Source: an optimization exercise on an open RTL-to-GDS flow (aim: small area, a short achievable clock period and few clock cycles per item). Production flows keep margins and buffers that such runs may drop. In this exercise RTL edits were held to simulation tests only and were not proved equivalent to the original. Power and IR drop assume default switching activity.

==> design/flow/flow/run.sh <==
#!/bin/bash
# Standard ORFS layout (the standard.sh, standard synthesis unchanged), with the
# port buffers that buffer_ports inserts made the smallest buffer instead of
# the default choice.
set -euo pipefail
bash standard.sh BUFFER_PORTS_ARGS="-buffer_cell sky130_fd_sc_hd__buf_1" finish > standard.log 2>&1
==> design/flow/standard.sh <==
#!/bin/bash
# synth_recipe.tcl (not shown) runs the flow's synth.tcl, then flattens the netlist and writes it again
# the make line also repeats each setting of config.mk as NAME=value (left out here)
make -C /OpenROAD-flow-scripts/flow DESIGN_CONFIG=/design/flow/config.mk WORK_HOME=/design/flow/orfs CLKGATE_MAP_FILE= SYNTH_SCRIPT=/design/flow/synth_recipe.tcl "${@:-finish}"
==> design/flow/config.mk <==
export PLATFORM = sky130hd
export DESIGN_NAME = future_enc
export DESIGN_NICKNAME = future_enc
export VERILOG_FILES = /design/flow/design.v
export SDC_FILE = /design/flow/constraint.sdc
export NUM_CORES = 4
export LEC_CHECK = 0
export CAP_MARGIN = 20
export CORE_MARGIN = 2
export CORE_UTILIZATION = 60
export CTS_CLUSTER_DIAMETER = 200
export CTS_CLUSTER_SIZE = 30
export SETUP_SLACK_MARGIN = 1.3
export SLEW_MARGIN = 20
==> design/flow/constraint.sdc <==
create_clock -name core_clock -period 4.0 [get_ports {clk}]
set_input_delay 0.8000 -clock core_clock [delete_from_list [all_inputs] [get_ports {clk}]]
set_output_delay 0.8000 -clock core_clock [all_outputs]
set_load 0.01 [all_outputs]
==> design/flow/design.v <==
`timescale 1ns / 1ps
module sbox(x0,x1,x2,x3,y0,y1,y2,y3);
	input x0,x1,x2,x3;
	output y0,y1,y2,y3;
	wire t2 = (x1 & x3) ^ x2;
	wire t3 = (x0 & t2) ^ x3;
	assign y0 = ~((x0 & t3) ^ x1);
	assign y1 = (y0 & t2) ^ x0;
	assign y2 = t2;
	assign y3 = t3;
endmodule
`timescale 1ns / 1ps
module m(input [0:15] b, output [0:15] c);
	assign c[0]  = b[0]^b[3]^b[7]^b[8]^b[12]^b[15];
	assign c[1]  = b[0]^b[1]^b[4]^b[9]^b[12]^b[13];
	assign c[2]  = b[1]^b[2]^b[5]^b[10]^b[13]^b[14];
	assign c[3]  = b[2]^b[6]^b[7]^b[11]^b[14];
	assign c[4]  = b[0]^b[1]^b[5]^b[11]^b[15];
	assign c[5]  = b[1]^b[2]^b[6]^b[8]^b[12];
	assign c[6]  = b[0]^b[2]^b[3]^b[4]^b[7]^b[9]^b[13];
	assign c[7]  = b[0]^b[3]^b[4]^b[10]^b[11]^b[14]^b[15];
	assign c[8]  = b[1]^b[4]^b[5]^b[8]^b[11]^b[15];
	assign c[9]  = b[2]^b[5]^b[6]^b[8]^b[9]^b[12];
	assign c[10] = b[0]^b[3]^b[4]^b[6]^b[7]^b[9]^b[10]^b[13];
	assign c[11] = b[0]^b[4]^b[7]^b[10]^b[14]^b[15];
	assign c[12] = b[3]^b[7]^b[8]^b[11]^b[12];
	assign c[13] = b[0]^b[4]^b[8]^b[9]^b[13];
	assign c[14] = b[1]^b[5]^b[9]^b[10]^b[14];
	assign c[15] = b[2]^b[3]^b[6]^b[7]^b[10]^b[15];
endmodule
`timescale 1ns / 1ps
module future_enc(
	input clk,
	input rst,
	input start,
	input [0:63] pt,
	input [0:63] key0,
	input [0:63] key1,
	input [0:63] rc,
	output [0:63] ct,
	output busy,
	output done
	);
	reg busy_r, done_r;
	reg [3:0] cnt;
	reg ksel, rcon;    
	reg [0:63] Y, K0, K1, R;
	wire load = start & ~busy_r;
	wire last = (cnt == 4'd9);
	function [0:63] srow(input [0:63] x);
		srow = {x[0:3],   x[52:55], x[40:43], x[28:31],
		        x[16:19], x[4:7],   x[56:59], x[44:47],
		        x[32:35], x[20:23], x[8:11],  x[60:63],
		        x[48:51], x[36:39], x[24:27], x[12:15]};
	endfunction
	wire [0:63] k0r = {K0[0:15], K0[21:63], K0[0:4]};
	wire [0:63] kn = ksel ? k0r : K1;
	wire [0:63] rkn = kn ^ (R & {64{rcon}});
	wire [0:63] mx, sin, sy;
	genvar i;
	generate
		for (i = 0; i < 4; i = i + 1) begin : g_m
			m mc(.b(Y[16*i +: 16]), .c(mx[16*i +: 16]));
		end
	endgenerate
	assign sin = busy_r ? (srow(mx) ^ rkn) : (pt ^ key0);
	generate
		for (i = 0; i < 16; i = i + 1) begin : g_sb
			sbox sb(.x0(sin[4*i]),.x1(sin[4*i+1]),.x2(sin[4*i+2]),.x3(sin[4*i+3]),
				.y0(sy[4*i]),.y1(sy[4*i+1]),.y2(sy[4*i+2]),.y3(sy[4*i+3]));
		end
	endgenerate
	assign ct = srow(Y);
	always @(posedge clk) begin
		if (rst) begin
			busy_r <= 1'b0;
			done_r <= 1'b0;
		end else if (load) begin
			busy_r <= 1'b1;
			done_r <= 1'b0;
		end else if (busy_r & last) begin
			busy_r <= 1'b0;
			done_r <= 1'b1;
		end
	end
	always @(posedge clk) begin
		if (busy_r | start) Y <= sy;
		if (busy_r) begin
			cnt <= cnt + 4'd1;
			ksel <= ~ksel;
			rcon <= (cnt != 4'd3) & (cnt != 4'd8);
			if (ksel) K0 <= {K0[5:63], K0[0:4]};
		end else begin
			cnt <= 4'd0;
			ksel <= 1'b0;
			rcon <= 1'b1;
			if (start) K0 <= key0;
			K1 <= key1;
			R <= rc;
		end
	end
	assign busy = busy_r;
	assign done = done_r;
endmodule
==> results of run 1 <==
==> cell families (layout without fill, tap and decap cells) <==
group           after synthesis  count (layout)  synth area share [%]
xor+xnor                    328             328                  24.1
compound gates              135             135                  5.88
mux                         145             145                  10.1
buf+inv                      57             404                  1.68
simple gates                253             253                  7.02
fa+ha+maj                     3               3                 0.244
flops                       264             264                  51.1
==> synth_stat cells (11+ instances only) <==
cell        n
nand2b_1   16
edfxtp_1  256
inv_1      21
nor2_1     76
nand2_1   127
o21ai_1    22
nor3_1     11
a21oi_2    15
o21ai_0    13
xnor2_1   163
xnor3_1    54
mux2i_1    69
xor2_1    102
mux2_2     76
a21oi_1    36
clkbuf_1   16
==> registers in the layout (all words and copies together), names as in the netlist <==
name / count
cnt: 4
Y: 64
busy_r: 1
done_r: 1
rcon: 1
K0: 64
R: 64
K1: 64
ksel: 1
==> repair_timing <==
item	in CTS	in global routing
endpoints found under the setup margin	46	40
resized for setup	14	41
setup buffers	11	20
pin swaps	1	6
==> cell type report <==
class | instances | area, µm²
Clock buffer | 15 | 333
Clock inverter | 1 | 8.76
Fill cell | 1878 | 7270
Inverter | 21 | 87.6
Multi-Input combinational cell | 864 | 7570
Sequential cell | 264 | 7860
Tap cell | 330 | 413
Timing Repair Buffer | 367 | 1650
==> power breakdown <==
part | switching [mW] | internal, mW | leakage [nW]
sequential | 0.864 | 3.93 | 2.63
combinational | 5.49 | 5.85 | 4.07
clock | 0.862 | 0.601 | 0.167
==> critical path: stages (launching register included) <==
cell      delay [ns]
dfxtp_4         0.48
buf_4           0.21
mux2i_1         0.30
xor2_1          0.24
xnor3_1         0.40
a21oi_2         0.30
nand3b_1        0.18
nor2_1          0.07
a311oi_1        0.30
==> metal layers <==
metal / up-vias / track usage (%) / part of all wire (%)
met5: - / 0 / 0
li1: 4891 / - / -
met4: 0 / 10.2 / 3.1
met3: 66 / 4.47 / 8.5
met1: 5055 / 43.1 / 41
met2: 550 / 50.9 / 48
==> stage by stage <==
step                setup WS [ns]  area [µm²]
finish                       1.34       17900
global route                 1.25       17900
CTS                          1.25       17500
detailed placement          0.959       17000
global placement             1.06       17000
floorplan                    1.34       15400
==> worst max path at each step <==
stage / from / endpoint / slack (ns) / cells after the start
2_1_floorplan: busy_r / K0[0] / 1.34 / 6
3_3_place_gp: ksel / Y[8] / 1.06 / 7
3_5_place_dp: ksel / Y[8] / 0.96 / 7
4_1_cts: Y[33] / Y[29] / 1.25 / 7
5_1_grt: Y[14] / Y[41] / 1.25 / 7
6_report: ksel / Y[21] / 1.34 / 8
==> results.toml, run 1 <==
[synth]
yosys.cell_types.count = 47
synth_nets = 1447
synth_largest_area_cell = "edfxtp_1"
synth_top_area_share_pct = 50.0
ys_dominant_reg_cell = "edfxtp_1"
synth-edff-count = 256
synth.top_cells.by_area = "edfxtp_1 (50%), xnor2_1 (9.3%), xnor3_1 (7.9%)"
seq_area_frac_synth_pct = 51.1
syn_inst = 1185
syn_area_um2 = 15400
synth-seq-cells = 264
async_reset_ff_share_pct = 0
yosysWarnings = 1
avgSynthCellArea_um2 = 13.0

[power]
ir_drop_v = 0.000527
total_power_mw = 17.6
pwr_density_cell_nw_per_um2 = 982
power_leakage_nw = 6.86

[drt]
wl_per_cell_um = 23.0
dr.first_iter.drc_count = 1177
vias = 10600
firstDrtPassIters = 5
final_antenna_net_count = 0
via_per_inst = 5.67
drc_errors = 0
wl_um = 42900

[worst_hold_path]
hold_end = "R[58]"
worstHoldPathCells = 1
hp-start = "rc[58]"
hp-class = "in -> reg"

[finish]
drive_gt1_share_pct = 13.8
stdcell_count = 1862
num_antenna_cells = 0
syn_to_final_growth_pct = 16.5
final_util_pct = 71.1
nets = 1792
final_cell_mix = "buf_1 (324), edfxtp_1 (256), xnor2_1 (143)"
layout_commonest_cell = "buf_1"

[timing]
hold_viol_final = 0
finalSetupTns_ns = 0
period_share_pct = 66.6
slew_viol_final = 0
clock.fmax_mhz = 376
holdWs_ns = 0.449
relSlewSlack_pct = 40.2
min_period_ns = 2.66
finClkSkew_ns = 0.0225
setup_viol_count_final = 0
worst_slew_pin_slew_ns = 0.895
rsz0062_at_grt = "true"

[clocking]
cts.sinks = 264
path_clk_slew_ns = 0.12
clk-insertion-delay-late_ns = 0.51
clockRootBuffer = "clkbuf_16"
hold_buffers = 0
cts_max_path_buffers = 3
cts_buffers = 12
h-tree-depth = 1
cts_tree = "built"

[global_route]
grt.total_usage_pct = 31.1
grt_pass1_vias = 10200
grt_max_degree = 128
antenna_found_initial = 0
grt_remaining_overflow = 0
grt_pass1_wl_um = 60300

[critical_path]
critPathLaunchType = "register"
setup.worst_path.class = "reg -> reg"
worst-endpoint-required_ns = 4.32
r2r_start = "ksel"
endpoint_kind = "register"
reg2reg_depth = 8
reg2reg_slack_ns = 1.34
arrival_ns = 2.98
cp_max_fo = 8
r2r-end = "Y[21]"

[floorplanning]
rows = 58
io_pins = 325
die_w_um = 164
initial_core_util_pct = 61.0
coreArea_um2 = 25200
die_area_um2 = 26900
die_y_um = 164

[outcome]
run_status = "no timing/DRC/antenna violations"

[flow_run]
drv_cap = 0

[placement]
numPortBuffers = 324
hpwl_um = 31900
place.gp.congestion = 0.895
place_inst = 1815
Testbench counts, summed over its fixed seeds: cycles 1,408, items 128.
==> inputs of run 2 (changes only) <==
--- a/design/flow/config.mk
+++ b/design/flow/config.mk
@@ -11,3 +11,3 @@
 export CTS_CLUSTER_DIAMETER = 200
-export CTS_CLUSTER_SIZE = 30
+export CTS_CLUSTER_SIZE = 20
 export SETUP_SLACK_MARGIN = 1.3
==> results.toml, run 2 <==
[drt]
wl_per_cell_um = 23.1
vias = 10600
final_antenna_net_count = 0
dr.first_iter.drc_count = 1148
via_per_inst = 5.68
firstDrtPassIters = 5
wl_um = 43100
drc_errors = 0

[placement]
numPortBuffers = 324
hpwl_um = 31900
dp_slack_ns = 0.959
place.gp.congestion = 0.895
dpl-instance-area_um2 = 17000

[synth]
ys_top_cells_by_count = "edfxtp_1 (256), xnor2_1 (163), nand2_1 (127)"
syn_inst = 1185
syn_area_um2 = 15400
yosysWarnings = 1
ys_dominant_reg_cell = "edfxtp_1"
yosys.cell_types.count = 47
synth_most_common_cell = "edfxtp_1"
synth-seq-cells = 264
avgSynthCellArea_um2 = 13.0
synth-edff-count = 256
synth_nets = 1447
seq_area_frac_synth_pct = 51.1
synth.top_cells.by_area = "edfxtp_1 (50%), xnor2_1 (9.3%), xnor3_1 (7.9%)"
synth_top_area_share_pct = 50.0
async_reset_ff_share_pct = 0
synth_largest_area_cell = "edfxtp_1"

[clocking]
path_clk_slew_ns = 0.09
clk-insertion-delay-late_ns = 0.50
cts_max_path_buffers = 3
clockRootBuffer = "clkbuf_16"
cts_buffers = 17
cts.sinks = 264
cts_tree = "built"
hold_buffers = 0
h-tree-depth = 1

[critical_path]
slowest_delay_ns = 0.54
arrival_ns = 3.04
cp_max_fo = 5
setup.worst_path.class = "reg -> reg"
crit_slowest_cell = "edfxtp_1"
endpoint_kind = "register"
worst-endpoint-required_ns = 4.33
critPathLaunchType = "register"
path_cells = "xnor2_1, xnor2_1, xnor3_1, a21oi_2, inv_1, mux2_2, o22ai_1"
crit_top_cell = "xnor2_1"

[global_route]
grt_pass1_vias = 10300
grt_max_degree = 128
grt_pass1_wl_um = 60900
grt.total_usage_pct = 31.4
antenna_found_initial = 0
grt_remaining_overflow = 0

[outcome]
run_status = "no timing/DRC/antenna violations"

[finish]
final_cell_mix = "buf_1 (324), edfxtp_1 (256), xnor2_1 (145)"
syn_to_final_growth_pct = 16.9
drive_gt1_share_pct = 13.5
layout_commonest_cell = "buf_1"
final_area_um2 = 18000
final_util_pct = 71.4
nets = 1791
num_antenna_cells = 0

[power]
total_power_mw = 17.9
ir_drop_v = 0.000582
power_leakage_nw = 6.88
pwr_density_cell_nw_per_um2 = 995

[floorplanning]
die_w_um = 164
die_area_um2 = 26900
io_pins = 325
coreArea_um2 = 25200
rows = 58
initial_core_util_pct = 61.0
die_y_um = 164

[flow_run]
drv_cap = 0

[timing]
setup_viol_count_final = 0
worst_slack_ns = 1.29
min_period_ns = 2.71
worst_slew_pin_slew_ns = 0.874
slew_viol_final = 0
clock.fmax_mhz = 369
hold_viol_final = 0
relSlewSlack_pct = 41.6
finalSetupTns_ns = 0
period_share_pct = 67.8
finClkSkew_ns = 0.0189
rsz0062_at_grt = "true"

[worst_hold_path]
hp-class = "in -> reg"
==> run 2: cell counts after synthesis <==
No cell type changed its count.
==> run 2: worst paths after layout <==
kind	from	endpoint	slack, ns	cells after the start
hold reg to reg	cnt[0]	cnt[0]	0.47	1
setup / recovery	Y[25]	Y[12]	1.29	7
hold / removal	rc[3]	R[3]	0.45	1
setup reg to reg	Y[25]	Y[12]	1.29	7
==> run 2: routing by layer <==
layer	GRT usage [%]	up-vias	wire length [µm]
li1	-	4897	-
met1	42.9	5057	17400
met2	50.9	551	20300
met3	5.23	81	3680
met4	11.7	0	1740
met5	0	-	0
==> run 2: timing repair <==
action / 4_1_cts / 5_1_grt
pin swaps: 2 / 4
resized for setup: 14 / 39
endpoints found under the setup margin: 46 / 44
buffers inserted: 9 / 16
==> run 2: logic make-up (layout without fill, tap and decap cells) <==
family,count (synthesis),in the layout,share of synthesized area [%]
AOI/OAI and AO/OA,135,135,5.88
xor gates and xnor gates,328,328,24.1
adders and majority gates,3,3,0.244
buffers and inverters,57,406,1.68
DFF,264,264,51.1
muxes,145,145,10.1
and+or+nand+nor,253,253,7.02
==> run 2: cell type report <==
class	instances	area [µm²]
multi-input cells	864	7560
repair buffers	361	1590
inverters	21	87.6
fillers	1896	7210
clock buffers	23	448
clock inverters	1	16.3
well taps	330	413
flip-flops and latches	264	7860
==> run 2: metrics by stage <==
| stage | cells | hold WS [ns] |
|---|---|---|
| 4_1_cts | 1848 | 0.432 |
| 6_report | 1864 | 0.453 |
| 3_5_place_dp | 1815 | 0.461 |
| 5_1_grt | 1864 | 0.443 |
| 3_3_place_gp | 1815 | 0.446 |
| 2_1_floorplan | 1185 | 0.430 |
==> run 2: critical path, delay by kind of cell (launching register included) <==
| family | cells | cell delay [ns] |
|---|---|---|
| XOR/XNOR | 3 | 1.15 |
| flip-flops | 1 | 0.54 |
| multiplexers | 1 | 0.29 |
| AO/OA/AOI/OAI | 2 | 0.46 |
| buffers and inverters | 1 | 0.10 |
==> run 2: power by group <==
part | internal, mW | switching [mW] | total (mW)
sequential | 3.94 | 0.866 | 4.80
combinational | 5.85 | 5.51 | 11.4
clock | 0.795 | 0.933 | 1.73
==> inputs of run 3 (changes only) <==
--- a/design/flow/config.mk
+++ b/design/flow/config.mk
@@ -10,4 +10,3 @@
 export CORE_UTILIZATION = 60
-export CTS_CLUSTER_DIAMETER = 200
-export CTS_CLUSTER_SIZE = 20
+export CTS_BUF_LIST = sky130_fd_sc_hd__clkbuf_8
 export SETUP_SLACK_MARGIN = 1.3
==> results.toml, run 3 <==
[outcome]
run_status = "no timing/DRC/antenna violations"

[synth]
yosys.cell_types.count = 47
avgSynthCellArea_um2 = 13.0
muxShareOfSynthArea_pct = 10.1
synth_most_common_cell = "edfxtp_1"
yosysWarnings = 1
synth_nets = 1447
synth-seq-cells = 264
synthSimpleGateAreaFrac_pct = 7.02
synth_largest_area_cell = "edfxtp_1"
ys_dominant_reg_cell = "edfxtp_1"
synth-edff-count = 256
synth_xor_area_share_pct = 24.1
synth_top_family_by_area = "XOR/XNOR gates"
syn_area_um2 = 15400
synth.top_cells.by_area = "edfxtp_1 (50%), xnor2_1 (9.3%), xnor3_1 (7.9%)"
synth_top_area_share_pct = 50.0
synthAdderAreaFrac_pct = 0.244
synth_compound_area_share_pct = 5.88
seq_area_frac_synth_pct = 51.1
ys_top_cells_by_count = "edfxtp_1 (256), xnor2_1 (163), nand2_1 (127)"
syn_inst = 1185
async_reset_ff_share_pct = 0

[timing]
min_period_ns = 2.71
worst_slew_pin_slew_ns = 0.880
hold_viol_final = 0
worst_slack_ns = 1.29
setup_viol_count_final = 0
clock.fmax_mhz = 369
period_share_pct = 67.8
slew_viol_final = 0
finalSetupTns_ns = 0
rsz0062_at_grt = "true"
finClkSkew_ns = 0.0190
relSlewSlack_pct = 41.2

[floorplanning]
io_pins = 325
die_y_um = 164
die_w_um = 164
die_area_um2 = 26900
coreArea_um2 = 25200
rows = 58
initial_core_util_pct = 61.0

[power]
p_sw_mw = 7.44
p_seq_share_pct = 26.3
combPwrFrac_pct = 60.9
total_power_mw = 18.4
internal_power_mw = 10.9
p_clk_share_pct = 12.8
ir_drop_v = 0.000488
switching_share_pct = 40.5
pwr_density_cell_nw_per_um2 = 1000
power_leakage_nw = 7.16

[critical_path]
r2r-end = "Y[21]"
critPathLaunchType = "register"
cp_top_family = "XOR/XNOR gates"
worst-endpoint-required_ns = 4.37
path_cells = "xnor2_1, xnor2_2, xnor3_1, a21oi_2, nand3b_1, nor2_1, a311oi_1"
arrival_ns = 3.08
crit_slowest_cell = "edfxtp_1"
r2r_start = "Y[9]"
reg2reg_depth = 7
cp_max_fo = 5
endpoint_kind = "register"
reg2reg_slack_ns = 1.29
critPathBufInv = 0
slowest_delay_ns = 0.56
path_depth = 7
setup.worst_path.class = "reg -> reg"

[drt]
wl_per_cell_um = 22.7
drc_errors = 0
final_antenna_net_count = 0
vias = 10900
firstDrtPassIters = 5
wl_um = 43500
dr.first_iter.drc_count = 983
via_per_inst = 5.67

[worst_hold_path]
hp-class = "in -> reg"
hold_end = "K1[4]"
worstHoldPathCells = 1
hp-start = "key1[4]"

[finish]
drive_gt1_share_pct = 15.5
final_cell_mix = "buf_1 (324), edfxtp_1 (256), xnor2_1 (143)"
nets = 1816
num_antenna_cells = 0
syn_to_final_growth_pct = 19.5
layout_commonest_cell = "buf_1"

[placement]
numPortBuffers = 324
place.gp.congestion = 0.895
dp_slack_ns = 0.959
hpwl_um = 31900

[global_route]
grt_pass1_wl_um = 61500
grt_pass1_vias = 10500
grt.total_usage_pct = 31.7
grt_max_degree = 128
antenna_found_initial = 0
grt_remaining_overflow = 0

[clocking]
clockRootBuffer = "clkbuf_8"
path_clk_slew_ns = 0.06
cts_tree = "built"
clk-insertion-delay-late_ns = 0.57
cts_buffers = 46
h-tree-depth = 2
hold_buffers = 0
cts_max_path_buffers = 3
cts.sinks = 264

[flow_run]
drv_cap = 0
## run 3: cell counts after synthesis
Identical to the previous run, type by type.
## run 3: power by group through the flow
stage,clock network (mW),registers [mW],logic (mW)
after floorplan,0,4.62,8.11
after global placement,0,4.84,10.3
after detailed placement,0,4.83,10.4
after CTS,2.39,4.79,10.6
after global routing,2.51,4.86,11.9
final,2.36,4.83,11.2
## run 3: what timing repair did
action,CTS,global route
setup buffers,6,15
pin swaps,1,6
resized for setup,11,42
endpoints found under the setup margin,46,41
cloned,0,0
## run 3: kinds of logic after synthesis
| group | Yosys count |
|---|---|
| compound gates | 135 |
| xor+xnor | 328 |
| fa+ha+maj | 3 |
| buf+inv | 57 |
| flops | 264 |
| mux | 145 |
| simple gates | 253 |
## run 3: worst max path at each step
| stage | startpoint | endpoint | slack, ns |
|---|---|---|---|
| floorplan | busy_r | K0[0] | 1.34 |
| global placement | ksel | Y[8] | 1.06 |
| detailed placement | ksel | Y[8] | 0.96 |
| CTS | Y[10] | Y[41] | 1.23 |
| global route | Y[52] | Y[7] | 1.21 |
| finish | Y[9] | Y[21] | 1.29 |
## run 3: per-stage QoR
step / cells / utilization (%) / area [µm²] / hold WS (ns)
6_report: 1918 / 72.9 / 18400 / 0.394
5_1_grt: 1918 / 72.9 / 18400 / 0.370
4_1_cts: 1903 / 71.5 / 18000 / 0.362
3_5_place_dp: 1815 / 67.6 / 17000 / 0.461
3_3_place_gp: 1815 / 67.6 / 17000 / 0.446
2_1_floorplan: 1185 / - / 15400 / 0.430
## run 3: layer usage
layer	part of all wire, %	vias up	global-route usage (%)	routed length, µm
li1	-	4984	-	-
met1	40	5179	43.3	17500
met2	48	627	52.3	20800
met3	9.0	76	5.05	3920
met4	2.8	0	10.3	1210
met5	0	-	0	0
## run 3: area by class of cell
cell class              instances  area [µm²]
fillers                      1854        6810
clock buffers                  52         716
multi-input cells             864        7570
clock inverters                30         148
repair buffers                357        1570
inverters                      21        87.6
well taps                     330         413
flip-flops and latches        264        7860
==> inputs of run 4 (changes only) <==
--- a/design/flow/config.mk
+++ b/design/flow/config.mk
@@ -11,3 +11,4 @@
 export CTS_BUF_LIST = sky130_fd_sc_hd__clkbuf_8
-export SETUP_SLACK_MARGIN = 1.3
+export SETUP_SLACK_MARGIN = 1.4
 export SLEW_MARGIN = 20
+export TNS_END_PERCENT = 5
==> results.toml, run 4 <==
[clocking]
clockRootBuffer = "clkbuf_8"
cts_buffers = 45
hold_buffers = 0
h-tree-depth = 2
cts_max_path_buffers = 3
cts.sinks = 264
clk-insertion-delay-late_ns = 0.56
cts_tree = "built"
path_clk_slew_ns = 0.06

[critical_path]
worst-endpoint-required_ns = 4.31
r2r_start = "Y[14]"
cp_max_fo = 6
endpoint_kind = "register"
arrival_ns = 2.96
reg2reg_depth = 7
r2r-end = "Y[41]"
setup.worst_path.class = "reg -> reg"
critPathLaunchType = "register"
reg2reg_slack_ns = 1.35

[global_route]
antenna_found_initial = 0
grt_remaining_overflow = 0
grt_max_degree = 115
grt_pass1_wl_um = 62600
grt.total_usage_pct = 32.2
grt_pass1_vias = 10700

[floorplanning]
initial_core_util_pct = 61.0
die_area_um2 = 26900
coreArea_um2 = 25200
io_pins = 325
rows = 58
die_y_um = 164
die_w_um = 164

[power]
switching_share_pct = 40.8
internal_power_mw = 11.3
p_seq_share_pct = 25.0
p_sw_mw = 7.75
ir_drop_v = 0.000526
power_leakage_nw = 7.30
p_clk_share_pct = 12.4
pwr_density_cell_nw_per_um2 = 1020
combPwrFrac_pct = 62.6

[timing]
finalSetupTns_ns = 0
min_period_ns = 2.65
relSlewSlack_pct = 43.8
slew_viol_final = 0
worst_slew_pin_slew_ns = 0.841
rsz0062_at_grt = "true"
setup_viol_count_final = 0
period_share_pct = 66.3
holdWs_ns = 0.400
hold_viol_final = 0
clock.fmax_mhz = 377
finClkSkew_ns = 0.0247
worst_slack_ns = 1.35

[synth]
syn_inst = 1185
seq_area_frac_synth_pct = 51.1
synth_nets = 1447
ys_dominant_reg_cell = "edfxtp_1"
yosysWarnings = 1
synth_most_common_cell = "edfxtp_1"
yosys.cell_types.count = 47
ys_top_cells_by_count = "edfxtp_1 (256), xnor2_1 (163), nand2_1 (127)"
synth-seq-cells = 264
synth-edff-count = 256
avgSynthCellArea_um2 = 13.0
synth_largest_area_cell = "edfxtp_1"
synth_top_area_share_pct = 50.0
async_reset_ff_share_pct = 0
syn_area_um2 = 15400
synth.top_cells.by_area = "edfxtp_1 (50%), xnor2_1 (9.3%), xnor3_1 (7.9%)"

[drt]
vias = 11000
wl_um = 44600
firstDrtPassIters = 5
via_per_inst = 5.62
dr.first_iter.drc_count = 1203
final_antenna_net_count = 0
wl_per_cell_um = 22.9
drc_errors = 0

[outcome]
run_status = "no timing/DRC/antenna violations"

[finish]
final_cell_mix = "buf_1 (324), edfxtp_1 (256), xnor2_1 (145)"
num_antenna_cells = 0
nets = 1847
drive_gt1_share_pct = 17.8
stdcell_count = 1950
fill_cells = 1766
syn_to_final_growth_pct = 21.5
layout_commonest_cell = "buf_1"
final_util_pct = 74.1

[placement]
hpwl_um = 32800
place.gp.congestion = 0.888
numPortBuffers = 324
place_inst = 1818
dp_slack_ns = 1.13

[worst_hold_path]
hp-class = "in -> reg"
hold_end = "R[13]"
worstHoldPathCells = 1
hp-start = "rc[13]"

[flow_run]
drv_cap = 0
==> run 4: cell counts after synthesis <==
No cell type changed its count.
==> run 4: area by class of cell <==
type | instances | area [µm²] | share of cell area (%)
sequential | 264 | 7860 | 42.1
multi-input combinational | 864 | 7630 | 40.9
timing repair buffer | 389 | 1830 | 9.80
clock buffer | 47 | 647 | 3.46
tap | 330 | 413 | 2.21
clock inverter | 35 | 199 | 1.07
inverter | 21 | 95.1 | 0.509
==> run 4: through the flow <==
stage	area [µm²]	power, mW
after CTS	18000	17.9
after detailed placement	17000	15.4
after global routing	18700	19.9
after floorplan	15400	12.7
after global placement	17000	15.2
final	18700	19.0
==> run 4: power by group through the flow <==
| stage | sequential [mW] | combinational (mW) | clock [mW] |
|---|---|---|---|
| global route | 4.79 | 12.6 | 2.50 |
| global placement | 4.77 | 10.4 | 0 |
| CTS | 4.73 | 10.8 | 2.38 |
| detailed placement | 4.78 | 10.6 | 0 |
| floorplan | 4.62 | 8.12 | 0 |
| finish | 4.75 | 11.9 | 2.35 |
==> run 4: timing repair <==
action	CTS	global route
cloned	0	2
setup endpoints to repair	47	55
resized for setup	14	63
pin swaps	2	11
buffers inserted	11	37
==> run 4: worst max-delay path, stage by stage (launching register included) <==
cell,delay (ns)
edfxtp_1,0.47
xor2_2,0.29
xnor3_2,0.44
xnor3_1,0.43
o21ai_4,0.20
nand2_1,0.13
mux2_2,0.28
o22a_1,0.19
==> run 4: worst max path at each step <==
stage / startpoint / endpoint / slack, ns / cells past startpoint
after floorplan: busy_r / Y[0] / 1.40 / 5
after global placement: Y[12] / Y[61] / 1.09 / 6
after detailed placement: Y[7] / Y[61] / 1.13 / 6
after CTS: ksel / Y[16] / 1.31 / 8
after global routing: Y[14] / Y[41] / 1.29 / 7
final: Y[14] / Y[41] / 1.35 / 7
==> run 4: cells by family after synthesis <==
| logic type | Yosys count | share of synthesized area (%) |
|---|---|---|
| muxes | 145 | 10.1 |
| adders and majority gates | 3 | 0.244 |
| DFF | 264 | 51.1 |
| xor gates and xnor gates | 328 | 24.1 |
| and+or+nand+nor | 253 | 7.02 |
| AOI/OAI and AO/OA | 135 | 5.88 |
| buffers and inverters | 57 | 1.68 |
==> run 4: per-layer routing <==
metal  share of wire, %  track usage (%)  routed length [µm]  vias to the layer above
met5                  0                0                   0                        -
met4                4.1             12.1                1840                        0
met3                8.3             4.90                3690                       95
met2                 47             53.2               21000                      566
met1                 40             43.6               18100                     5266
li1                   -                -                   -                     5037
==> inputs of run 5 (changes only) <==
--- a/design/flow/config.mk
+++ b/design/flow/config.mk
@@ -9,6 +9,6 @@
 export CORE_MARGIN = 2
-export CORE_UTILIZATION = 60
-export CTS_BUF_LIST = sky130_fd_sc_hd__clkbuf_8
-export SETUP_SLACK_MARGIN = 1.4
+export CORE_UTILIZATION = 75
+export CTS_CLUSTER_DIAMETER = 150
+export CTS_CLUSTER_SIZE = 24
+export SETUP_SLACK_MARGIN = 1.45
 export SLEW_MARGIN = 20
-export TNS_END_PERCENT = 5
==> results.toml, run 5 <==
[critical_path]
cp_max_fo = 5
reg2reg_slack_ns = 1.19
path_cells = "xor2_2, buf_4, xor2_2, xnor3_1, mux2_4, and4_1, nor3_1"
endpoint_kind = "register"
setup.worst_path.class = "reg -> reg"
cp_top_family = "XOR/XNOR gates"
r2r_start = "Y[7]"
slowest_delay_ns = 0.60
crit_top_cell = "xor2_2"
r2r-end = "Y[63]"
reg2reg_depth = 7
crit_slowest_cell = "edfxtp_1"
critPathLaunchType = "register"
arrival_ns = 3.12
critPathBufInv = 1
worst-endpoint-required_ns = 4.31

[power]
p_seq_share_pct = 22.9
power_leakage_nw = 7.43
pwr_density_cell_nw_per_um2 = 1110
p_clk_share_pct = 7.8
p_sw_mw = 9.38
internal_power_mw = 11.6
ir_drop_v = 0.000956
switching_share_pct = 44.6
total_power_mw = 21.0
combPwrFrac_pct = 69.3

[timing]
rsz0062_at_grt = "true"
finalSetupTns_ns = 0
hold_viol_final = 0
finClkSkew_ns = 0.0357
period_share_pct = 70.3
min_period_ns = 2.81
setup_viol_count_final = 0
clock.fmax_mhz = 356
slew_viol_final = 0
relSlewSlack_pct = 40.3
worst_slew_pin_slew_ns = 0.895

[worst_hold_path]
hp-class = "in -> reg"
hold_end = "R[22]"
hp-start = "rc[22]"
worstHoldPathCells = 1

[flow_run]
drv_cap = 0

[synth]
synth_nets = 1447
async_reset_ff_share_pct = 0
syn_inst = 1185
synth.top_cells.by_area = "edfxtp_1 (50%), xnor2_1 (9.3%), xnor3_1 (7.9%)"
yosys.cell_types.count = 47
synth-edff-count = 256
avgSynthCellArea_um2 = 13.0
ys_top_cells_by_count = "edfxtp_1 (256), xnor2_1 (163), nand2_1 (127)"
synth_top_area_share_pct = 50.0
synth_most_common_cell = "edfxtp_1"
yosysWarnings = 1
ys_dominant_reg_cell = "edfxtp_1"
synth-seq-cells = 264
seq_area_frac_synth_pct = 51.1
synth_largest_area_cell = "edfxtp_1"
syn_area_um2 = 15400

[drt]
vias = 13300
final_antenna_net_count = 0
drc_errors = 0
dr.first_iter.drc_count = 1955
wl_um = 58100
via_per_inst = 7.03
wl_per_cell_um = 30.8
firstDrtPassIters = 7

[global_route]
grt.total_usage_pct = 42.0
antenna_found_initial = 2
grt_max_degree = 132
grt_pass1_vias = 11600
grt_pass1_wl_um = 67400
grt_remaining_overflow = 0

[clocking]
cts_tree = "built"
h-tree-depth = 1
cts_buffers = 14
clk-insertion-delay-late_ns = 0.53
hold_buffers = 0
cts.sinks = 264
cts_max_path_buffers = 3
clockRootBuffer = "clkbuf_16"
path_clk_slew_ns = 0.11

[finish]
nets = 1875
stdcell_count = 1888
fill_cells = 591
syn_to_final_growth_pct = 23.0
drive_gt1_share_pct = 21.5
layout_commonest_cell = "buf_1"
final_cell_mix = "buf_1 (324), edfxtp_1 (256), xnor2_1 (129)"

[floorplanning]
io_pins = 325
coreArea_um2 = 20200
initial_core_util_pct = 76.2
die_y_um = 147
die_area_um2 = 21700
die_w_um = 147
rows = 52

[placement]
place_inst = 1756
hpwl_um = 32100
place.gp.congestion = 0.907
numPortBuffers = 324

[outcome]
run_status = "no timing/DRC/antenna violations"
-- run 5: final cells by class --
cell class	count	area [µm²]	share of cell area, %
multi-input cells	864	7950	42.1
diodes	1	2.50	0.0132
well taps	270	338	1.79
inverters	21	95.1	0.503
repair buffers	448	2270	12.0
flip-flops and latches	264	7860	41.6
clock buffers	20	394	2.09
-- run 5: timing repair --
action | CTS | global route
endpoints found under the setup margin | 58 | 51
resized for setup | 54 | 79
buffers inserted | 30 | 81
pin swaps | 17 | 45
-- run 5: through the flow --
stage	util [%]	instance area, µm²	hold slack, ns	setup WS (ns)
final	93.7	18900	0.435	1.19
after floorplan	-	15400	0.430	1.42
after CTS	88.6	17900	0.453	1.33
after global placement	84.0	16900	0.448	1.17
after detailed placement	84.0	16900	0.482	1.02
after global routing	93.7	18900	0.441	1.10
-- run 5: cell families after synthesis --
kind of cell,synth area share (%)
XOR/XNOR,24.1
adder cells (fa/ha/maj),0.244
AO/OA/AOI/OAI,5.88
buffers and inverters,1.68
multiplexers,10.1
AND/OR/NAND/NOR,7.02
flip-flops,51.1
-- run 5: worst max-delay path by stage --
stage,startpoint,to,slack [ns],depth (start not counted)
after floorplan,busy_r,K0[0],1.42,6
after global placement,ksel,Y[16],1.17,8
after detailed placement,ksel,Y[35],1.02,8
after CTS,Y[21],Y[15],1.33,7
after global routing,ksel,Y[25],1.10,8
final,Y[7],Y[63],1.19,7
-- run 5: layer usage --
layer | track usage (%) | vias to the layer above | share of wire [%] | wire, µm
met5 | 0 | - | 0.028 | 16
met4 | 21.1 | 2 | 11 | 6180
met3 | 5.09 | 551 | 15 | 8540
met2 | 72.0 | 1603 | 46 | 26500
met1 | 53.4 | 6040 | 29 | 16800
li1 | - | 5069 | - | -
-- run 5: power groups by stage --
| stage | Combinational [mW] | Sequential, mW | Clock, mW |
|---|---|---|---|
| floorplan | 8.12 | 4.62 | 0 |
| global placement | 10.2 | 4.77 | 0 |
| detailed placement | 10.5 | 4.77 | 0 |
| CTS | 11.4 | 4.73 | 1.55 |
| global route | 14.9 | 4.83 | 1.66 |
| finish | 14.6 | 4.82 | 1.63 |
==> inputs of run 6 (changes only) <==
--- a/design/flow/config.mk
+++ b/design/flow/config.mk
@@ -12,3 +12,3 @@
 export CTS_CLUSTER_SIZE = 24
-export SETUP_SLACK_MARGIN = 1.45
+export SETUP_SLACK_MARGIN = 1.3
 export SLEW_MARGIN = 20
==> results.toml, run 6 <==
[finish]
final_cell_mix = "buf_1 (324), edfxtp_1 (256), xnor2_1 (146)"
stdcell_count = 1815
num_antenna_cells = 0
drive_gt1_share_pct = 14.3
syn_to_final_growth_pct = 16.5
nets = 1804
layout_commonest_cell = "buf_1"

[clocking]
cts.sinks = 264
clk-insertion-delay-late_ns = 0.51
cts_buffers = 14
hold_buffers = 0
clockRootBuffer = "clkbuf_16"
path_clk_slew_ns = 0.10
h-tree-depth = 1
cts_max_path_buffers = 3
cts_tree = "built"

[critical_path]
path_cells = "xnor2_2, xnor2_1, xnor3_1, a21oi_2, nand2b_1, nor3_1, a221oi_1"
arrival_ns = 3.05
slowest_delay_ns = 0.52
setup.worst_path.class = "reg -> reg"
reg2reg_slack_ns = 1.25
worst-endpoint-required_ns = 4.30
crit_slowest_cell = "edfxtp_1"
r2r-end = "Y[15]"
cp_max_fo = 6
r2r_start = "Y[26]"
critPathLaunchType = "register"
crit_start = "Y[26]"
endpoint_kind = "register"
reg2reg_depth = 7

[power]
power_leakage_nw = 6.91
internal_power_mw = 10.6
p_clk_share_pct = 8.6
pwr_density_cell_nw_per_um2 = 1020
switching_share_pct = 42.2
total_power_mw = 18.3
ir_drop_v = 0.000912
p_seq_share_pct = 26.2
combPwrFrac_pct = 65.2
p_sw_mw = 7.72

[global_route]
grt_use_met3_pct = 6.58
grt_util_met2_pct = 67.3
grt_use_met1_pct = 51.2
antenna_found_initial = 0
grt.total_usage_pct = 39.6
grt_pass1_wl_um = 63600
grt_max_degree = 128
grt.busiest_layer = "met2"
grt_remaining_overflow = 0
grt_pass1_vias = 11100

[timing]
finalSetupTns_ns = 0
clock.fmax_mhz = 363
finClkSkew_ns = 0.0175
period_share_pct = 68.8
setup_viol_count_final = 0
hold_viol_final = 0
slew_viol_final = 0
worst_slew_pin_slew_ns = 0.763
worst_slack_ns = 1.25
min_period_ns = 2.75
relSlewSlack_pct = 49.2
rsz0062_at_grt = "true"

[floorplanning]
die_w_um = 147
rows = 52
initial_core_util_pct = 76.2
die_area_um2 = 21700
io_pins = 325
coreArea_um2 = 20200
die_y_um = 147

[placement]
place.gp.congestion = 0.918
place_inst = 1761
hpwl_um = 31200
numPortBuffers = 324
dp_slack_ns = 0.998

[synth]
synth_largest_area_cell = "edfxtp_1"
syn_inst = 1185
synth-edff-count = 256
ys_dominant_reg_cell = "edfxtp_1"
yosysWarnings = 1
synth.top_cells.by_area = "edfxtp_1 (50%), xnor2_1 (9.3%), xnor3_1 (7.9%)"
synth_nets = 1447
seq_area_frac_synth_pct = 51.1
syn_area_um2 = 15400
async_reset_ff_share_pct = 0
yosys.cell_types.count = 47
ys_top_cells_by_count = "edfxtp_1 (256), xnor2_1 (163), nand2_1 (127)"
synth_top_area_share_pct = 50.0
avgSynthCellArea_um2 = 13.0
synth-seq-cells = 264
synth_most_common_cell = "edfxtp_1"

[drt]
via_per_inst = 6.32
firstDrtPassIters = 5
vias = 11500
wl_per_cell_um = 25.1
final_antenna_net_count = 0
drc_errors = 0
wl_um = 45500
dr.first_iter.drc_count = 1355

[worst_hold_path]
worstHoldPathCells = 1
hp-start = "rc[5]"
hold_end = "R[5]"
hp-class = "in -> reg"

[outcome]
run_status = "no timing/DRC/antenna violations"

[flow_run]
drv_cap = 0
-- run 6: final cells by class --
type | instances | area (µm²)
Timing Repair Buffer | 377 | 1700
Sequential cell | 264 | 7860
Tap cell | 270 | 338
Clock buffer | 19 | 390
Inverter | 21 | 87.6
Fill cell | 878 | 2260
Multi-Input combinational cell | 864 | 7540
-- run 6: critical path: cells and delay by family, from the launching register on --
| family | cells | cell delay (ns) |
|---|---|---|
| AOI/OAI and AO/OA | 2 | 0.64 |
| xor gates and xnor gates | 3 | 1.11 |
| DFF | 1 | 0.52 |
| and+or+nand+nor | 2 | 0.26 |
-- run 6: worst max path at each step --
stage | to
floorplan | K0[0]
global placement | Y[37]
detailed placement | Y[25]
CTS | Y[25]
global route | Y[15]
finish | Y[15]
-- run 6: cells by family (layout without fill, tap and decap cells) --
group	after synthesis	in the layout	synth area share (%)
adder cells (fa/ha/maj)	3	3	0.244
AO/OA/AOI/OAI	135	135	5.88
XOR/XNOR	328	328	24.1
multiplexers	145	145	10.1
buffers and inverters	57	417	1.68
flip-flops	264	264	51.1
AND/OR/NAND/NOR	253	253	7.02
-- run 6: timing repair --
item	4_1_cts	5_1_grt
buffers inserted	15	20
pin swaps	3	6
setup endpoints to repair	48	43
resized for setup	9	43
-- run 6: power groups by stage --
stage	Sequential, mW	Clock, mW	Combinational [mW]
after CTS	4.73	1.54	10.9
final	4.79	1.57	11.9
after global routing	4.80	1.64	12.5
after global placement	4.80	0	10.1
after detailed placement	4.80	0	10.5
after floorplan	4.62	0	8.11
-- run 6: metrics by stage --
| stage | instance area, µm² | utilization, % | hold WS (ns) |
|---|---|---|---|
| after floorplan | 15400 | - | 0.430 |
| after global placement | 17000 | 84.1 | 0.447 |
| after detailed placement | 17000 | 84.1 | 0.463 |
| after CTS | 17500 | 86.9 | 0.458 |
| after global routing | 17900 | 88.8 | 0.454 |
| final | 17900 | 88.8 | 0.452 |
-- run 6: per-layer routing --
metal / part of all wire [%] / up-vias
li1: - / 4910
met1: 34 / 5476
met2: 49 / 930
met3: 12 / 160
met4: 5.0 / 0
met5: 0 / -
==> inputs of run 7 (changes only) <==
--- a/design/flow/config.mk
+++ b/design/flow/config.mk
@@ -9,3 +9,3 @@
 export CORE_MARGIN = 2
-export CORE_UTILIZATION = 75
+export CORE_UTILIZATION = 60
 export CTS_CLUSTER_DIAMETER = 150
==> results.toml, run 7 <==
[critical_path]
crit_slowest_cell = "dfxtp_4"
reg2reg_depth = 8
cp-endpoint = "Y[41]"
r2r-end = "Y[41]"
critPathLaunchType = "register"
reg2reg_slack_ns = 1.32
arrival_ns = 2.94
worst-endpoint-required_ns = 4.26
path_cells = "buf_4, buf_12, mux2i_1, xnor3_1, o21ai_1, nand2_1, mux2_2, o22a_1"
setup.worst_path.class = "reg -> reg"
slowest_delay_ns = 0.49
cp_max_fo = 17
endpoint_kind = "register"
crit_start = "ksel"
r2r_start = "ksel"

[floorplanning]
rows = 58
io_pins = 325
initial_core_util_pct = 61.0
coreArea_um2 = 25200
die_w_um = 164
die_y_um = 164
die_area_um2 = 26900

[finish]
final_util_pct = 71.2
drive_gt1_share_pct = 13.6
layout_commonest_cell = "buf_1"
nets = 1787
final_cell_mix = "buf_1 (324), edfxtp_1 (256), xnor2_1 (141)"
syn_to_final_growth_pct = 16.7
stdcell_count = 1859
final_area_um2 = 17900
num_antenna_cells = 0

[power]
internal_power_mw = 10.5
p_clk_share_pct = 8.8
p_sw_mw = 7.27
power_leakage_nw = 6.87
switching_share_pct = 40.9
ir_drop_v = 0.000598
combPwrFrac_pct = 64.1
pwr_density_cell_nw_per_um2 = 990
p_seq_share_pct = 27.1

[placement]
place_inst = 1815
dpl-instance-area_um2 = 17000
hpwl_um = 31900
numPortBuffers = 324
place.gp.congestion = 0.895

[clocking]
clk-insertion-delay-late_ns = 0.50
cts.sinks = 264
clockRootBuffer = "clkbuf_16"
cts_tree = "built"
cts_max_path_buffers = 3
cts_buffers = 14
path_clk_slew_ns = 0.11
h-tree-depth = 1

[synth]
yosysWarnings = 1
synth-edff-count = 256
seq_area_frac_synth_pct = 51.1
synth_most_common_cell = "edfxtp_1"
ys_top_cells_by_count = "edfxtp_1 (256), xnor2_1 (163), nand2_1 (127)"
avgSynthCellArea_um2 = 13.0
syn_area_um2 = 15400
syn_inst = 1185
ys_dominant_reg_cell = "edfxtp_1"
synth_top_area_share_pct = 50.0
synth_largest_area_cell = "edfxtp_1"
async_reset_ff_share_pct = 0
yosys.cell_types.count = 47
synth-seq-cells = 264
synth_nets = 1447
synth.top_cells.by_area = "edfxtp_1 (50%), xnor2_1 (9.3%), xnor3_1 (7.9%)"

[timing]
relSlewSlack_pct = 39.5
finalSetupTns_ns = 0
holdWs_ns = 0.454
rsz0062_at_grt = "true"
hold_viol_final = 0
slew_viol_final = 0
period_share_pct = 67.0
finClkSkew_ns = 0.0228
worst_slew_pin_slew_ns = 0.905
setup_viol_count_final = 0
clock.fmax_mhz = 373
min_period_ns = 2.68

[drt]
final_antenna_net_count = 0
wl_um = 42900
via_per_inst = 5.71
wl_per_cell_um = 23.1
firstDrtPassIters = 6
drc_errors = 0
dr.first_iter.drc_count = 1013
vias = 10600

[global_route]
grt_max_degree = 128
grt.total_usage_pct = 31.1
grt_pass1_wl_um = 60700
grt_pass1_vias = 10200
antenna_found_initial = 0
grt_remaining_overflow = 0

[worst_hold_path]
hp-class = "in -> reg"

[outcome]
run_status = "no timing/DRC/antenna violations"

[flow_run]
drv_cap = 0
-- run 7: cell counts after synthesis --
Identical to the previous run, type by type.
-- run 7: cells by family after synthesis --
kind of cell    synth area share [%]
compound gates                  5.88
xor+xnor                        24.1
fa+ha+maj                      0.244
buf+inv                         1.68
flops                           51.1
mux                             10.1
simple gates                    7.02
-- run 7: what timing repair did --
item,CTS,global route
pin swaps,2,5
resized for setup,14,43
setup buffers,10,14
setup endpoints to repair,45,41
hold buffers,0,0
-- run 7: layout make-up --
| class | instances | area (µm²) |
|---|---|---|
| sequential | 264 | 7860 |
| multi-input combinational | 864 | 7590 |
| fill | 1888 | 7250 |
| timing repair buffer | 360 | 1590 |
| tap | 330 | 413 |
| clock buffer | 20 | 394 |
| inverter | 21 | 87.6 |
-- run 7: power by group through the flow --
stage               registers [mW]  logic [mW]  clock network, mW
floorplan                     4.62        8.11                  0
finish                        4.81        11.4               1.57
detailed placement            4.83        10.4                  0
CTS                           4.76        10.7               1.58
global route                  4.84        12.1               1.66
global placement              4.84        10.3                  0
-- run 7: metal layers --
layer | part of all wire [%] | global-route usage, % | up-vias
met5 | 0 | 0 | -
met4 | 2.6 | 8.81 | 0
met3 | 6.9 | 3.31 | 59
met2 | 48 | 52.2 | 543
met1 | 42 | 43.4 | 5115
li1 | - | - | 4890
-- run 7: through the flow --
stage / setup slack [ns] / total power, mW
after global placement: 1.06 / 15.1
after floorplan: 1.34 / 12.7
after CTS: 1.26 / 17.0
final: 1.32 / 17.8
after detailed placement: 0.959 / 15.2
after global routing: 1.23 / 18.6
-- run 7: how the worst min path moves through the flow --
stage / startpoint / to / cells past startpoint
2_1_floorplan: cnt[0] / cnt[0] / 1
3_3_place_gp: cnt[0] / cnt[0] / 1
3_5_place_dp: cnt[0] / cnt[0] / 1
4_1_cts: rc[58] / R[58] / 1
5_1_grt: rc[27] / R[27] / 1
6_report: rc[58] / R[58] / 1
-- run 7: worst max-delay path: cells and delay by family (launching register included) --
kind            cells  cell delay [ns]
compound gates      2             0.47
xor+xnor            1             0.42
buf+inv             2             0.35
flops               1             0.49
mux                 2             0.51
simple gates        1             0.15
==> inputs of run 8 (changes only) <==
--- a/design/flow/design.v
+++ b/design/flow/design.v
@@ -45,3 +45,4 @@
 	reg [3:0] cnt;
-	reg ksel, rcon;    
+	reg rcon;          
+	wire ksel = cnt[0];    
 	reg [0:63] Y, K0, K1, R;
@@ -89,3 +90,2 @@
 			cnt <= cnt + 4'd1;
-			ksel <= ~ksel;
 			rcon <= (cnt != 4'd3) & (cnt != 4'd8);
@@ -94,3 +94,2 @@
 			cnt <= 4'd0;
-			ksel <= 1'b0;
 			rcon <= 1'b1;
--- a/design/flow/config.mk
+++ b/design/flow/config.mk
@@ -12,3 +12,3 @@
 export CTS_CLUSTER_SIZE = 24
-export SETUP_SLACK_MARGIN = 1.3
+export SETUP_SLACK_MARGIN = 1.2
 export SLEW_MARGIN = 20
==> results.toml, run 8 <==
[outcome]
run_status = "no timing/DRC/antenna violations"

[synth]
synth.top_cells.by_area = "edfxtp_1 (50%), xnor2_1 (9.4%), xnor3_1 (7.9%)"
syn_area_um2 = 15400
yosys.cell_types.count = 53
syn_inst = 1182
synth_top_area_share_pct = 49.8
async_reset_ff_share_pct = 0
ys_top_cells_by_count = "edfxtp_1 (256), xnor2_1 (165), nand2_1 (124)"
synth-edff-count = 256
yosysWarnings = 1
synth-seq-cells = 263
seq_area_frac_synth_pct = 50.7
synth_nets = 1444
synth_largest_area_cell = "edfxtp_1"
synth_most_common_cell = "edfxtp_1"
ys_dominant_reg_cell = "edfxtp_1"
avgSynthCellArea_um2 = 13.1

[clocking]
h-tree-depth = 1
clockRootBuffer = "clkbuf_16"
path_clk_slew_ns = 0.10
cts.sinks = 263
clk-insertion-delay-late_ns = 0.51
cts_buffers = 14
cts_tree = "built"
cts_max_path_buffers = 3

[global_route]
antenna_found_initial = 0
grt_pass1_vias = 10100
grt_pass1_wl_um = 60600
grt_remaining_overflow = 0
grt_max_degree = 102
grt.total_usage_pct = 31.1

[floorplanning]
coreArea_um2 = 25200
initial_core_util_pct = 61.3
die_area_um2 = 27000
die_y_um = 164
die_w_um = 164
rows = 58
io_pins = 325

[power]
internal_power_mw = 10.3
combPwrFrac_pct = 63.8
power_leakage_nw = 6.71
p_seq_share_pct = 27.2
pwr_density_cell_nw_per_um2 = 988
total_power_mw = 17.5
p_sw_mw = 7.19
p_clk_share_pct = 9.0
switching_share_pct = 41.2
ir_drop_v = 0.000514

[timing]
relSlewSlack_pct = 57.7
clock.fmax_mhz = 355
holdWs_ns = 0.454
worst_slack_ns = 1.18
setup_viol_count_final = 0
hold_viol_final = 0
period_share_pct = 70.5
rsz0062_at_grt = "true"
slew_viol_final = 0
finalSetupTns_ns = 0
min_period_ns = 2.82
finClkSkew_ns = 0.0191
worst_slew_pin_slew_ns = 0.628

[finish]
seqCellArea_um2 = 7840
multi_input_area_um2 = 7400
syn_to_final_growth_pct = 14.5
nets = 1775
drive_gt1_share_pct = 11.5
final_util_pct = 70.2
layout_commonest_cell = "buf_1"
final_cell_mix = "buf_1 (324), edfxtp_1 (256), xnor2_1 (155)"
num_antenna_cells = 0
fill_cells = 1859

[critical_path]
worst-endpoint-required_ns = 4.30
arrival_ns = 3.11
setup.worst_path.class = "reg -> reg"
critPathLaunchType = "register"
cp_max_fo = 5
endpoint_kind = "register"

[drt]
wl_per_cell_um = 23.2
drc_errors = 0
firstDrtPassIters = 5
vias = 10500
dr.first_iter.drc_count = 1033
final_antenna_net_count = 0
wl_um = 42800
via_per_inst = 5.68

[worst_hold_path]
hp-class = "in -> reg"

[flow_run]
drv_cap = 0

[placement]
place.gp.congestion = 0.874
numPortBuffers = 324
hpwl_um = 32200
dp_slack_ns = 0.982
run 8: worst paths after layout:
path,from,end,slack (ns),cells after the start
hold reg to reg,done_r,done_r,0.50,2
hold / removal,key1[38],K1[38],0.45,1
setup reg to reg,Y[34],Y[55],1.18,7
setup / recovery,Y[34],Y[55],1.18,7
run 8: power groups by stage:
stage | combinational [mW] | sequential, mW | clock (mW)
finish | 11.1 | 4.75 | 1.57
global route | 11.8 | 4.79 | 1.67
CTS | 10.8 | 4.72 | 1.59
detailed placement | 10.6 | 4.79 | 0
global placement | 10.5 | 4.80 | 0
floorplan | 8.15 | 4.61 | 0
run 8: cell families (layout without fill, tap and decap cells):
logic type,count (synthesis),after routing,synth area share [%]
and+or+nand+nor,250,250,6.93
buffers and inverters,57,391,2.02
AOI/OAI and AO/OA,135,135,5.93
muxes,146,146,10.2
xor gates and xnor gates,328,328,24.0
adders and majority gates,3,3,0.243
DFF,263,263,50.7
run 8: critical path, stage by stage, from the launching register on:
cell	delay [ns]
edfxtp_1	0.50
xor2_1	0.40
xor2_1	0.48
xnor3_1	0.35
a21oi_2	0.28
inv_1	0.11
a21o_1	0.18
a221oi_1	0.32
run 8: area by class of cell:
cell class,count,share of cell area (%)
inverter,20,0.517
multi-input combinational,862,41.9
clock buffer,19,2.21
timing repair buffer,352,8.70
tap,330,2.34
sequential,263,44.3
run 8: layer usage:
layer / track usage, % / share of wire (%) / up-vias
met3: 3.99 / 7.9 / 57
met4: 7.34 / 2.1 / 0
met1: 42.4 / 41 / 5082
li1: - / - / 4854
met2: 53.2 / 49 / 494
met5: 0 / 0 / -
run 8: through the flow:
step	instance area, µm²	std cells
after floorplan	15500	1182
after global placement	17000	1813
after detailed placement	17000	1813
after CTS	17500	1840
after global routing	17700	1846
final	17700	1846
run 8: timing repair:
| item | CTS | global route |
|---|---|---|
| setup buffers | 8 | 6 |
| pin swaps | 0 | 3 |
| hold buffers | 0 | 0 |
| endpoints found under the setup margin | 31 | 29 |
| gates resized for setup | 3 | 23 |
Testbench counts of run 8, summed over its fixed seeds: cycles 1,408, items 128.
==> inputs of run 9 (changes only) <==
--- a/design/flow/config.mk
+++ b/design/flow/config.mk
@@ -9,6 +9,6 @@
 export CORE_MARGIN = 2
-export CORE_UTILIZATION = 60
+export CORE_UTILIZATION = 50
 export CTS_CLUSTER_DIAMETER = 150
 export CTS_CLUSTER_SIZE = 24
-export SETUP_SLACK_MARGIN = 1.2
+export SETUP_SLACK_MARGIN = 1.4
 export SLEW_MARGIN = 20
==> results.toml, run 9 <==
[floorplanning]
initial_core_util_pct = 50.6
rows = 64
die_area_um2 = 32300
die_w_um = 180
io_pins = 325
die_y_um = 180
coreArea_um2 = 30500

[finish]
stdcell_count = 1980
drive_gt1_share_pct = 19.8
final_util_pct = 61.6
num_antenna_cells = 0
final_cell_mix = "buf_1 (324), edfxtp_1 (256), xnor2_1 (136)"
syn_to_final_growth_pct = 21.8
nets = 1841
layout_commonest_cell = "buf_1"

[timing]
worst_slack_ns = 1.38
hold_viol_final = 0
rsz0062_at_grt = "true"
worst_slew_pin_slew_ns = 0.819
setup_viol_count_final = 0
period_share_pct = 65.4
finalSetupTns_ns = 0
finClkSkew_ns = 0.0197
min_period_ns = 2.62
clock.fmax_mhz = 382
relSlewSlack_pct = 45.4
slew_viol_final = 0

[global_route]
grt.total_usage_pct = 27.8
grt_remaining_overflow = 0
grt_pass1_wl_um = 66400
grt_max_degree = 108
grt_pass1_vias = 10400
antenna_found_initial = 1

[critical_path]
critPathLaunchType = "register"
worst-endpoint-required_ns = 4.31
crit_start = "cnt[0]"
arrival_ns = 2.92
cp_max_fo = 14
endpoint_kind = "register"
r2r_start = "cnt[0]"
setup.worst_path.class = "reg -> reg"

[worst_hold_path]
hp-start = "rc[39]"
hp-class = "in -> reg"

[drt]
drc_errors = 0
wl_um = 46800
wl_per_cell_um = 23.7
final_antenna_net_count = 0
via_per_inst = 5.45
dr.first_iter.drc_count = 920
vias = 10800
firstDrtPassIters = 9

[synth]
yosys.cell_types.count = 53
ys_dominant_reg_cell = "edfxtp_1"
seq_area_frac_synth_pct = 50.7
ys_top_cells_by_count = "edfxtp_1 (256), xnor2_1 (165), nand2_1 (124)"
synth-seq-cells = 263
avgSynthCellArea_um2 = 13.1
synth.top_cells.by_area = "edfxtp_1 (50%), xnor2_1 (9.4%), xnor3_1 (7.9%)"
synth_nets = 1444
syn_inst = 1182
synth-edff-count = 256
async_reset_ff_share_pct = 0
yosysWarnings = 1
syn_area_um2 = 15400
synth_top_area_share_pct = 49.8
synth_most_common_cell = "edfxtp_1"
synth_largest_area_cell = "edfxtp_1"

[clocking]
h-tree-depth = 1
cts.sinks = 263
cts_buffers = 14
clk-insertion-delay-late_ns = 0.51
path_clk_slew_ns = 0.11
cts_tree = "built"
clockRootBuffer = "clkbuf_16"
cts_max_path_buffers = 3

[placement]
hpwl_um = 34900
dp_slack_ns = 1.03
numPortBuffers = 324
place.gp.congestion = 0.896
place_inst = 1883

[power]
internal_power_mw = 11.1
combPwrFrac_pct = 66.8
pwr_density_cell_nw_per_um2 = 1010
power_leakage_nw = 7.23
p_seq_share_pct = 24.8
switching_share_pct = 42.0
ir_drop_v = 0.000465
total_power_mw = 19.1
p_clk_share_pct = 8.4
p_sw_mw = 8.00

[outcome]
run_status = "no timing/DRC/antenna violations"

[flow_run]
drv_cap = 0
==> run 9: cell types whose count changed in the layout (fill, tap and decap cells not counted), sizes merged <==
cell and delta:
buf +65, inv +1, clkinv -1, clkbuf +3
==> run 9: critical path: stages (launching register included) <==
cell	delay (ns)
dfxtp_4	0.39
buf_12	0.14
buf_16	0.18
mux2_2	0.38
xnor3_1	0.35
xnor3_2	0.30
a21oi_4	0.24
nor2_1	0.12
a211oi_1	0.31
==> run 9: path summary, 6_finish.rpt <==
kind / cells after the start / end / slack (ns)
setup / recovery: 8 / Y[9] / 1.38
hold / removal: 1 / R[39] / 0.45
setup reg to reg: 8 / Y[9] / 1.38
hold reg to reg: 2 / done_r / 0.50
==> run 9: final cells by class <==
class	instances	area [µm²]
clock buffer	21	398
timing repair buffer	418	2080
fill	2515	11700
tap	396	495
inverter	20	91.3
sequential	263	7840
multi-input combinational	862	7890
==> run 9: timing repair <==
item | CTS | global route
setup endpoints to repair | 102 | 63
hold buffers | 0 | 0
resized for setup | 48 | 78
gates cloned | 1 | 0
buffers inserted | 24 | 51
pin swaps | 6 | 35
==> run 9: metal layers <==
metal  track usage (%)  share of wire (%)  up-vias
met5                 0              0.023        -
met4              5.63                2.3        2
met3              3.48                6.0       52
met2              47.2                 49      435
met1              38.5                 43     5316
li1                  -                  -     4995
==> run 9: power by group through the flow <==
stage	sequential, mW	combinational (mW)	clock [mW]
after detailed placement	4.81	10.7	0
after global placement	4.81	10.6	0
after global routing	4.76	13.4	1.70
after CTS	4.72	11.4	1.63
final	4.72	12.7	1.60
after floorplan	4.61	8.15	0
==> run 9: cell families after synthesis <==
group           synth area share [%]
flops                           50.7
compound gates                  5.93
xor+xnor                        24.0
buf+inv                         2.02
fa+ha+maj                      0.243
mux                             10.2
simple gates                    6.93
==> run 9: stage by stage <==
step / hold WS, ns / area, µm²
floorplan: 0.487 / 15500
global placement: 0.476 / 17100
detailed placement: 0.485 / 17100
CTS: 0.435 / 18000
global route: 0.443 / 18800
finish: 0.452 / 18800
==> inputs of run 10 (changes only) <==
--- a/design/flow/config.mk
+++ b/design/flow/config.mk
@@ -9,6 +9,7 @@
 export CORE_MARGIN = 2
-export CORE_UTILIZATION = 50
+export CORE_UTILIZATION = 60
 export CTS_CLUSTER_DIAMETER = 150
 export CTS_CLUSTER_SIZE = 24
-export SETUP_SLACK_MARGIN = 1.4
+export SETUP_SLACK_MARGIN = 1.35
 export SLEW_MARGIN = 20
+export TNS_END_PERCENT = 10
==> results.toml, run 10 <==
[outcome]
run_status = "no timing/DRC/antenna violations"

[synth]
synth_most_common_cell = "edfxtp_1"
synth.top_cells.by_area = "edfxtp_1 (50%), xnor2_1 (9.4%), xnor3_1 (7.9%)"
yosys.cell_types.count = 53
synth_top_area_share_pct = 49.8
ys_dominant_reg_cell = "edfxtp_1"
synth-edff-count = 256
synth_nets = 1444
ys_top_cells_by_count = "edfxtp_1 (256), xnor2_1 (165), nand2_1 (124)"
synth_largest_area_cell = "edfxtp_1"
synth-seq-cells = 263
yosysWarnings = 1
syn_inst = 1182
avgSynthCellArea_um2 = 13.1
seq_area_frac_synth_pct = 50.7
async_reset_ff_share_pct = 0
syn_area_um2 = 15400

[drt]
via_per_inst = 5.69
drc_errors = 0
dr.max_layer_used = "met4"
dr.first_iter.drc_count = 1007
met2_length_um = 21200
firstDrtPassIters = 5
wl_met3_um = 2950
wl_um = 43000
final_antenna_net_count = 0
wl_met1_um = 17900
vias = 10600
wl_per_cell_um = 23.0

[critical_path]
critPathLaunchType = "register"
cp_max_fo = 6
endpoint_kind = "register"
worst-endpoint-required_ns = 4.25
setup.worst_path.class = "reg -> reg"
arrival_ns = 2.95

[floorplanning]
die_w_um = 164
initial_core_util_pct = 61.3
die_y_um = 164
coreArea_um2 = 25200
rows = 58
die_area_um2 = 27000
io_pins = 325

[timing]
worst_slew_pin_slew_ns = 0.996
min_period_ns = 2.69
period_share_pct = 67.3
clock.fmax_mhz = 372
relSlewSlack_pct = 33.6
setup_viol_count_final = 0
rsz0062_at_grt = "true"
slew_viol_final = 0
hold_viol_final = 0
finClkSkew_ns = 0.0156
finalSetupTns_ns = 0

[power]
total_power_mw = 17.9
ir_drop_v = 0.000558
pwr_density_cell_nw_per_um2 = 997
power_leakage_nw = 6.85

[finish]
final_cell_mix = "buf_1 (324), edfxtp_1 (256), xnor2_1 (149)"
final_area_um2 = 17900
syn_to_final_growth_pct = 16.1
drive_gt1_share_pct = 14.3
layout_commonest_cell = "buf_1"
num_antenna_cells = 0
stdcell_count = 1868
nets = 1797
final_util_pct = 71.1

[global_route]
grt_remaining_overflow = 0
grt_pass1_wl_um = 61500
grt.total_usage_pct = 31.4
grt_pass1_vias = 10300
antenna_found_initial = 1
grt_max_degree = 72

[clocking]
cts.sinks = 263
cts_tree = "built"
cts_max_path_buffers = 3
path_clk_slew_ns = 0.10
hold_buffers = 0
clk-insertion-delay-late_ns = 0.50
cts_buffers = 14
clockRootBuffer = "clkbuf_16"
h-tree-depth = 1

[placement]
hpwl_um = 32300
numPortBuffers = 324
dpl-instance-area_um2 = 17000
place_inst = 1816
place.gp.congestion = 0.873

[worst_hold_path]
hp-class = "in -> reg"

[flow_run]
drv_cap = 0
## run 10: cell counts after synthesis
No cell type changed its count.
## run 10: worst max-delay path, stage by stage (launching register included)
cell and delay [ns]:
edfxtp_1 0.51, xor2_2 0.27, xnor3_1 0.42, xnor3_1 0.41
o21ai_2 0.24, nand2_1 0.14, mux2_2 0.29, o22a_1 0.19
## run 10: per-layer routing
layer	global-route usage (%)	up-vias
li1	-	4912
met1	43.6	5167
met2	53.2	485
met3	3.16	57
met4	8.17	0
met5	0	-
## run 10: area by class of cell
class / count / area, µm²
Multi-Input combinational cell: 862 / 7540
Clock buffer: 19 / 390
Timing Repair Buffer: 374 / 1650
Inverter: 20 / 83.8
Fill cell: 1836 / 7270
Tap cell: 330 / 413
Sequential cell: 263 / 7840
## run 10: what timing repair did
item,in CTS,in global routing
gates resized for setup,10,42
pin swaps,1,6
buffers inserted,8,25
endpoints found under the setup margin,49,53
## run 10: cells by family (layout without fill, tap and decap cells)
group                    count (synthesis)  after routing  share of synthesized area (%)
XOR/XNOR                               328            328                           24.0
multiplexers                           146            146                           10.2
AO/OA/AOI/OAI                          135            135                           5.93
buffers and inverters                   57            413                           2.02
AND/OR/NAND/NOR                        250            250                           6.93
flip-flops                             263            263                           50.7
adder cells (fa/ha/maj)                  3              3                          0.243
## run 10: worst paths after layout
check                             start  cells past startpoint  endpoint  slack (ns)
worst min-delay path            key1[6]                      1     K1[6]        0.46
worst max register to register    Y[14]                      7     Y[41]        1.31
worst min register to register   done_r                      2    done_r        0.49
worst max-delay path              Y[14]                      7     Y[41]        1.31
## run 10: through the flow
stage / setup slack, ns / hold slack, ns
detailed placement: 0.895 / 0.480
CTS: 1.24 / 0.448
global placement: 1.07 / 0.474
floorplan: 1.36 / 0.487
global route: 1.21 / 0.447
finish: 1.31 / 0.463
## run 10: power by group
part	internal, mW	switching [mW]	leakage (nW)
Combinational	5.86	5.69	4.04
Sequential	3.92	0.814	2.62
Clock	0.690	0.875	0.190
Total	10.5	7.38	6.85

-- port drivers added, routing unchanged --
Ports are ideal in the flow. The routed layouts listed here were re-timed in OpenROAD.
Step 1 (the two cells are an assumption about what drives the block):
set clk [get_ports {clk}]
set_driving_cell -lib_cell sky130_fd_sc_hd__clkbuf_16 $clk
set_driving_cell -lib_cell sky130_fd_sc_hd__buf_2 [delete_from_list [all_inputs] $clk]
Step 2 times the ports against the registers' clock, not the clock port: input delays grow and output delays shrink by t, the midpoint of the rising clock arrivals with the driver on.
Slacks: ideal ports / drivers / drivers and shift; pairs: ideal ports / drivers.
| run | t (ns) | setup WS [ns] | hold WS [ns] |
|---|---|---|---|
| run 1 | 0.546 | 1.337 / 1.337 / 1.143 | 0.449 / 0.424 / 0.481 |
| run 2 | 0.548 | 1.290 / 1.290 / 1.176 | 0.453 / 0.426 / 0.473 |
| run 3 | 0.609 | 1.289 / 1.289 / 1.145 | 0.394 / 0.375 / 0.467 |
| run 4 | 0.597 | 1.349 / 1.349 / 1.174 | 0.400 / 0.380 / 0.468 |
| run 5 | 0.557 | 1.188 / 1.188 / 1.188 | 0.435 / 0.409 / 0.521 |
| run 6 | 0.551 | 1.248 / 1.248 / 1.248 | 0.452 / 0.425 / 0.487 |
| run 7 | 0.540 | 1.320 / 1.320 / 1.135 | 0.454 / 0.430 / 0.479 |
| run 8 | 0.546 | 1.181 / 1.181 / 1.181 | 0.454 / 0.427 / 0.500 |
| run 9 | 0.551 | 1.383 / 1.383 / 1.335 | 0.452 / 0.425 / 0.500 |
| run 10 | 0.540 | 1.308 / 1.306 / 1.193 | 0.463 / 0.438 / 0.494 |
After both steps every run listed still meets setup and hold. The setup slack of run 1, which loses most, moves by 0.000 ns with the drivers and by -0.194 ns with both steps.
